Background: an optimization exercise with open tools, aiming at small area, a short achievable clock period and few clock cycles per item. Do not read the settings as production practice. In this exercise RTL edits were held to simulation tests only and were not proved equivalent to the original. Power is estimated from default activity; no workload was simulated.

// scr_search
module scr_search(clk,rst,start,R_fixed,angle1,adder,error,X,Y,done);
input clk; input rst; input start; input [13:0] R_fixed; input [13:0] angle1; input [3:0] adder; input [4:0] error;
output [3:0] X; output [3:0] Y; output reg done;
wire [6:0] trH = R_fixed[13:7];
wire [2:0] trhH = trH[6:4];
wire trhh_1 = trhH[2:0] >= 3'd1;
wire trhh_2 = trhH[2:0] >= 3'd2;
wire [3:0] trhL = trH[3:0];
wire [1:0] trhlH = trhL[3:2];
wire trhlh_1 = trhlH[1:0] >= 2'd1;
wire trhlh_2 = trhlH[1:0] >= 2'd2;
wire trhlh_3 = trhlH[1:0] >= 2'd3;
wire [1:0] trhlL = trhL[1:0];
wire trhll_1 = trhlL[1:0] >= 2'd1;
wire trhll_2 = trhlL[1:0] >= 2'd2;
wire trhll_3 = trhlL[1:0] >= 2'd3;
wire trhl_1 = trhlh_1 | (1'b1 & trhll_1);
wire trhl_2 = trhlh_1 | (1'b1 & trhll_2);
wire trhl_3 = trhlh_1 | (1'b1 & trhll_3);
wire trhl_4 = trhlh_1;
wire trhl_5 = trhlh_2 | (trhlh_1 & trhll_1);
wire trhl_6 = trhlh_2 | (trhlh_1 & trhll_2);
wire trhl_7 = trhlh_2 | (trhlh_1 & trhll_3);
wire trhl_8 = trhlh_2;
wire trhl_9 = trhlh_3 | (trhlh_2 & trhll_1);
wire trhl_10 = trhlh_3 | (trhlh_2 & trhll_2);
wire trhl_11 = trhlh_3 | (trhlh_2 & trhll_3);
wire trhl_12 = trhlh_3;
wire trhl_13 = 1'b0 | (trhlh_3 & trhll_1);
wire trhl_14 = 1'b0 | (trhlh_3 & trhll_2);
wire trhl_15 = 1'b0 | (trhlh_3 & trhll_3);
wire trh_1 = trhh_1 | (1'b1 & trhl_1);
wire trh_2 = trhh_1 | (1'b1 & trhl_2);
wire trh_3 = trhh_1 | (1'b1 & trhl_3);
wire trh_4 = trhh_1 | (1'b1 & trhl_4);
wire trh_5 = trhh_1 | (1'b1 & trhl_5);
wire trh_6 = trhh_1 | (1'b1 & trhl_6);
wire trh_7 = trhh_1 | (1'b1 & trhl_7);
wire trh_8 = trhh_1 | (1'b1 & trhl_8);
wire trh_9 = trhh_1 | (1'b1 & trhl_9);
  ...
For scale: roughly 2200 cells after synthesis, ~63 flip-flops, ~49 I/O pins, about 15000 um^2 of cells after synthesis.
export LEC_CHECK = 0
export CAP_MARGIN = 20
export CORE_MARGIN = 2
export CORE_UTILIZATION = 15
export PLACE_DENSITY = 0.3
export SETUP_SLACK_MARGIN = 5
export SLEW_MARGIN = 20
create_clock -name core_clock -period 12.0 [get_ports {clk}]
standard.sh (not shown) runs the stock make flow with config.mk's settings and CLKGATE_MAP_FILE= SYNTH_SCRIPT=/design/flow/synth_recipe.tcl, a recipe that flattens the netlist after the stock synthesis.
==> flow/flow/run.sh <==
#!/bin/bash
set -euo pipefail
export BUFFER_PORTS_ARGS="-buffer_cell sky130_fd_sc_hd__buf_2"
sed 's/SETUP_SLACK_MARGIN=[0-9.]*/SETUP_SLACK_MARGIN=7/' standard.sh > standard_m.sh
grep -q 'SETUP_SLACK_MARGIN=7' standard_m.sh
bash standard_m.sh > standard_flow.log 2>&1
Testbench counts at the start, summed over its fixed seeds: cycles 384, queries 384.
Rerun with:
==> flow/run.sh (new file) <==
#!/bin/bash
# synth_recipe.tcl (not shown) runs the flow's synth.tcl, then flattens the netlist and writes it again
# the make line also repeats each setting of config.mk as NAME=value (left out here)
make -C /OpenROAD-flow-scripts/flow DESIGN_CONFIG=/design/flow/config.mk WORK_HOME=/design/flow/orfs CLKGATE_MAP_FILE= SYNTH_SCRIPT=/design/flow/synth_recipe.tcl finish
removed: flow/flow/run.sh
removed: flow/standard.sh
Cell area goes down by 24%.
Routed wire length goes down by about 7%.
Setup slack is worse by 95 ps.
Total power goes down by 20%.
Worst hold slack is better by 9.6 ps.
Die area does not change.
Area after synthesis stays the same.
Clock-buffer cell count stays the same.
Critical path depth goes down by 3.
Sequential share of layout area goes up by 2.2 points.
Global-route usage goes down by 1.6 points.
Rerun with:
==> flow/flow/run.sh (new file) <==
#!/bin/bash
# The standard layout (the standard.sh, unchanged synthesis and steps), with one change:
# the port buffers that global placement inserts are plain buffers instead of the default cell.
set -euo pipefail
export BUFFER_PORTS_ARGS="-buffer_cell sky130_fd_sc_hd__buf_2"
bash standard.sh > standard_flow.log 2>&1
==> flow/standard.sh (new file) <==
#!/bin/bash
# synth_recipe.tcl (not shown) runs the flow's synth.tcl, then flattens the netlist and writes it again
# the make line also repeats each setting of config.mk as NAME=value (left out here)
make -C /OpenROAD-flow-scripts/flow DESIGN_CONFIG=/design/flow/config.mk WORK_HOME=/design/flow/orfs CLKGATE_MAP_FILE= SYNTH_SCRIPT=/design/flow/synth_recipe.tcl "${@:-finish}"
removed: flow/run.sh
Result:
- design area shrinks by 4.6%
- total power shrinks by 2.1%
- clock power grows by about 16%
- critical path depth shrinks by 2
- via count shrinks by 0.32%
Rerun with:
==> flow/run.sh (new file) <==
#!/bin/bash
# synth_recipe.tcl (not shown) runs the flow's synth.tcl, then flattens the netlist and writes it again
# the make line also repeats each setting of config.mk as NAME=value (left out here)
make -C /OpenROAD-flow-scripts/flow DESIGN_CONFIG=/design/flow/config.mk WORK_HOME=/design/flow/orfs CLKGATE_MAP_FILE= SYNTH_SCRIPT=/design/flow/synth_recipe.tcl finish
--- a/flow/config.mk
+++ b/flow/config.mk
@@ -12 +12 @@
-export SETUP_SLACK_MARGIN = 5
+export SETUP_SLACK_MARGIN = 1.5
removed: flow/flow/run.sh
removed: flow/standard.sh
Effect:
- final cell count falls by 0.99%
- setup slack loses 2600 ps
- via count falls by 2.3%
Rerun with:
--- a/flow/config.mk
+++ b/flow/config.mk
@@ -12 +12 @@
-export SETUP_SLACK_MARGIN = 1.5
+export SETUP_SLACK_MARGIN = 3
Setup slack gains 850 ps.
Clock-buffer cell count does not change.
Fmax increases by about 10%.
Routed wire length stays flat.
Critical path depth drops by 1.
Rerun with:
==> flow/flow/run.sh (new file) <==
#!/bin/bash
# The standard layout (the standard.sh, unchanged synthesis and steps), with one change:
# the port buffers that global placement inserts are plain buffers instead of the default cell.
set -euo pipefail
export BUFFER_PORTS_ARGS="-buffer_cell sky130_fd_sc_hd__buf_2"
bash standard.sh > standard_flow.log 2>&1
==> flow/standard.sh (new file) <==
#!/bin/bash
# synth_recipe.tcl (not shown) runs the flow's synth.tcl, then flattens the netlist and writes it again
# the make line also repeats each setting of config.mk as NAME=value (left out here)
make -C /OpenROAD-flow-scripts/flow DESIGN_CONFIG=/design/flow/config.mk WORK_HOME=/design/flow/orfs CLKGATE_MAP_FILE= SYNTH_SCRIPT=/design/flow/synth_recipe.tcl "${@:-finish}"
--- a/flow/config.mk
+++ b/flow/config.mk
@@ -12 +12 @@
-export SETUP_SLACK_MARGIN = 3
+export SETUP_SLACK_MARGIN = 1.5
removed: flow/run.sh
=> Clock skew barely changes; routed wire length climbs slightly; final area came out lower slightly; worst hold slack degrades by 4.4 ps; total power is higher slightly; via count stays flat; clock-buffer cell count is unchanged.

* * *

== run A ==
scr_search, a different RTL version from the one above (not shown whole).
Size in the first run: ~2900 cells after synthesis, roughly 63 flip-flops.
Settings: LEC_CHECK=0, ABC_AREA=1, CAP_MARGIN=20, CORE_MARGIN=2, CORE_UTILIZATION=15, PLACE_DENSITY=0.3, SETUP_SLACK_MARGIN=5, SLEW_MARGIN=20; clock period 12.0 ns.
==> flow/flow/run.sh <==
#!/bin/bash
set -euo pipefail
export BUFFER_PORTS_ARGS="-buffer_cell sky130_fd_sc_hd__buf_2"
sed 's/SETUP_SLACK_MARGIN=[0-9.]*/SETUP_SLACK_MARGIN=6/' standard.sh > standard_m.sh
grep -q 'SETUP_SLACK_MARGIN=6' standard_m.sh
bash standard_m.sh > standard_flow.log 2>&1
Run A: flow completed, timing, DRC and antenna clean
Testbench counts of run A, summed over its fixed seeds: cycles 384, queries 384.
Input changes introduced in run B (baseline for comparison: run A):
==> flow/flow/run.sh <==
#!/bin/bash
set -euo pipefail
export BUFFER_PORTS_ARGS="-buffer_cell sky130_fd_sc_hd__buf_2"
sed 's/SETUP_SLACK_MARGIN=[0-9.]*/SETUP_SLACK_MARGIN=6.25/' standard.sh > standard_m.sh
grep -q 'SETUP_SLACK_MARGIN=6.25' standard_m.sh
bash standard_m.sh > standard_flow.log 2>&1
## What came out
Run B completed every stage of the flow, and the final layout passed the timing, design-rule and antenna checks. From run A to run B the numbers moved as follows: final hold violation count ~0 delta; final critical-path share of the clock period -3.5 points; final design area excluding fillers +1.6%; clock power ~0 delta; met1 track demand over resource ~0 delta. Fmax: run B higher than run A. Number of detailed-routing iterations run before antenna repair up 2 in run B wrt run A.
diff inputs: run B => run C
--- a/flow/config.mk
+++ b/flow/config.mk
@@ -9,6 +9,6 @@
 export CAP_MARGIN = 20
 export CORE_MARGIN = 2
-export CORE_UTILIZATION = 15
-export PLACE_DENSITY = 0.3
+export CORE_UTILIZATION = 20
+export PLACE_DENSITY = 0.4
 export SETUP_SLACK_MARGIN = 5
 export SLEW_MARGIN = 20
Results
- Run C: full flow OK, the timing, design-rule and antenna checks passed
- Run B finished every stage and its layout cleared the timing, design-rule and antenna checks.
- Compare run C and run B | maximum fanout along the worst path higher: run B
- Run C vs run B — delay contributed by the slowest stage of the critical path rose 0.15 ns.
- [compare] base=run B new=run C: minimum clock period after layout now sits higher; floorplan row count down 16.
The inputs of run D differ from those of run C as listed below.
==> flow/flow/run.sh <==
#!/bin/bash
set -euo pipefail
export BUFFER_PORTS_ARGS="-buffer_cell sky130_fd_sc_hd__buf_2"
sed 's/SETUP_SLACK_MARGIN=[0-9.]*/SETUP_SLACK_MARGIN=6.4/' standard.sh > standard_m.sh
grep -q 'SETUP_SLACK_MARGIN=6.4' standard_m.sh
bash standard_m.sh > standard_flow.log 2>&1
--- a/flow/config.mk
+++ b/flow/config.mk
@@ -9,6 +9,6 @@
 export CAP_MARGIN = 20
 export CORE_MARGIN = 2
-export CORE_UTILIZATION = 20
-export PLACE_DENSITY = 0.4
+export CORE_UTILIZATION = 25
+export PLACE_DENSITY = 0.6
 export SETUP_SLACK_MARGIN = 5
 export SLEW_MARGIN = 20
Findings:
Summary — cell-internal power, run D relative to run C: lower, by 1.8%.
Total negative setup slack came out exactly the same in run C and run D.
Where final worst clock skew is concerned, run C is outperformed by run D.
In the reports for run C and run D, the larger clock power belongs to run D.
Relative to run C, the maximum frequency measured on run D has increased slightly.
Area added between synthesis and finish ended up 2.2 points lower on run D than on run C.
Between run C and run D, the post-layout total power is lower for run D.
Number of setup buffers added after CTS, run C and run D, higher one = run C.
Fraction of standard cell area that is sequential for run D is higher than for run C.

## static timing again, ports no longer ideal
Ports are ideal in the flow. The routed layouts listed here were re-timed in OpenROAD. Step 1, drivers: a clkbuf_16 drives clk and a buf_2 each remaining input, both assumed. Step 2 moves the port delays by t, midway between the first and last clock arrival at a register: inputs arrive t later, outputs are due t later. That takes back most of the time a late clock gives input paths. Slacks: ideal / step 1 / step 2; pairs: ideal / step 1.
| run | t (ns) | slack for setup (ns) | worst setup path at the end | clock arrival spread, ns | pins driven straight from the clock port |
|---|---|---|---|---|---|
| the first run of note 1 | 0.408 | 5.003 / 4.952 / 5.184 | input to register | 0.012 / 0.012 | 1 |
| the second run of note 1 | 0.397 | 4.909 / 4.894 / 4.534 | input to register | 0.014 / 0.014 | 1 |
| the third run of note 1 | 0.403 | 4.987 / 4.943 / 4.598 | input to register | 0.016 / 0.015 | 1 |
| the fourth run of note 1 | 0.400 | 2.414 / 2.439 / 2.039 | input to register | 0.016 / 0.016 | 1 |
| the fifth run of note 1 | 0.400 | 3.267 / 3.291 / 2.890 | input to register | 0.015 / 0.015 | 1 |
| the sixth run of note 1 | 0.399 | 2.787 / 2.813 / 2.413 | input to register | 0.020 / 0.019 | 1 |
| run A | 0.401 | 5.812 / 5.828 / 5.427 | input to register | 0.006 / 0.007 | 1 |
| run B | 0.403 | 6.228 / 6.221 / 5.848 | input to register | 0.007 / 0.007 | 1 |
| run C | 0.396 | 6.203 / 6.156 / 5.877 | input to register | 0.011 / 0.011 | 1 |
| run D | 0.395 | 6.243 / 6.264 / 5.872 | input to register | 0.018 / 0.017 | 1 |
After both steps every run listed still meets setup and hold. For the third run of note 1, which loses most, drivers alone change the setup slack by -0.044 ns; drivers and shift together by -0.389 ns.
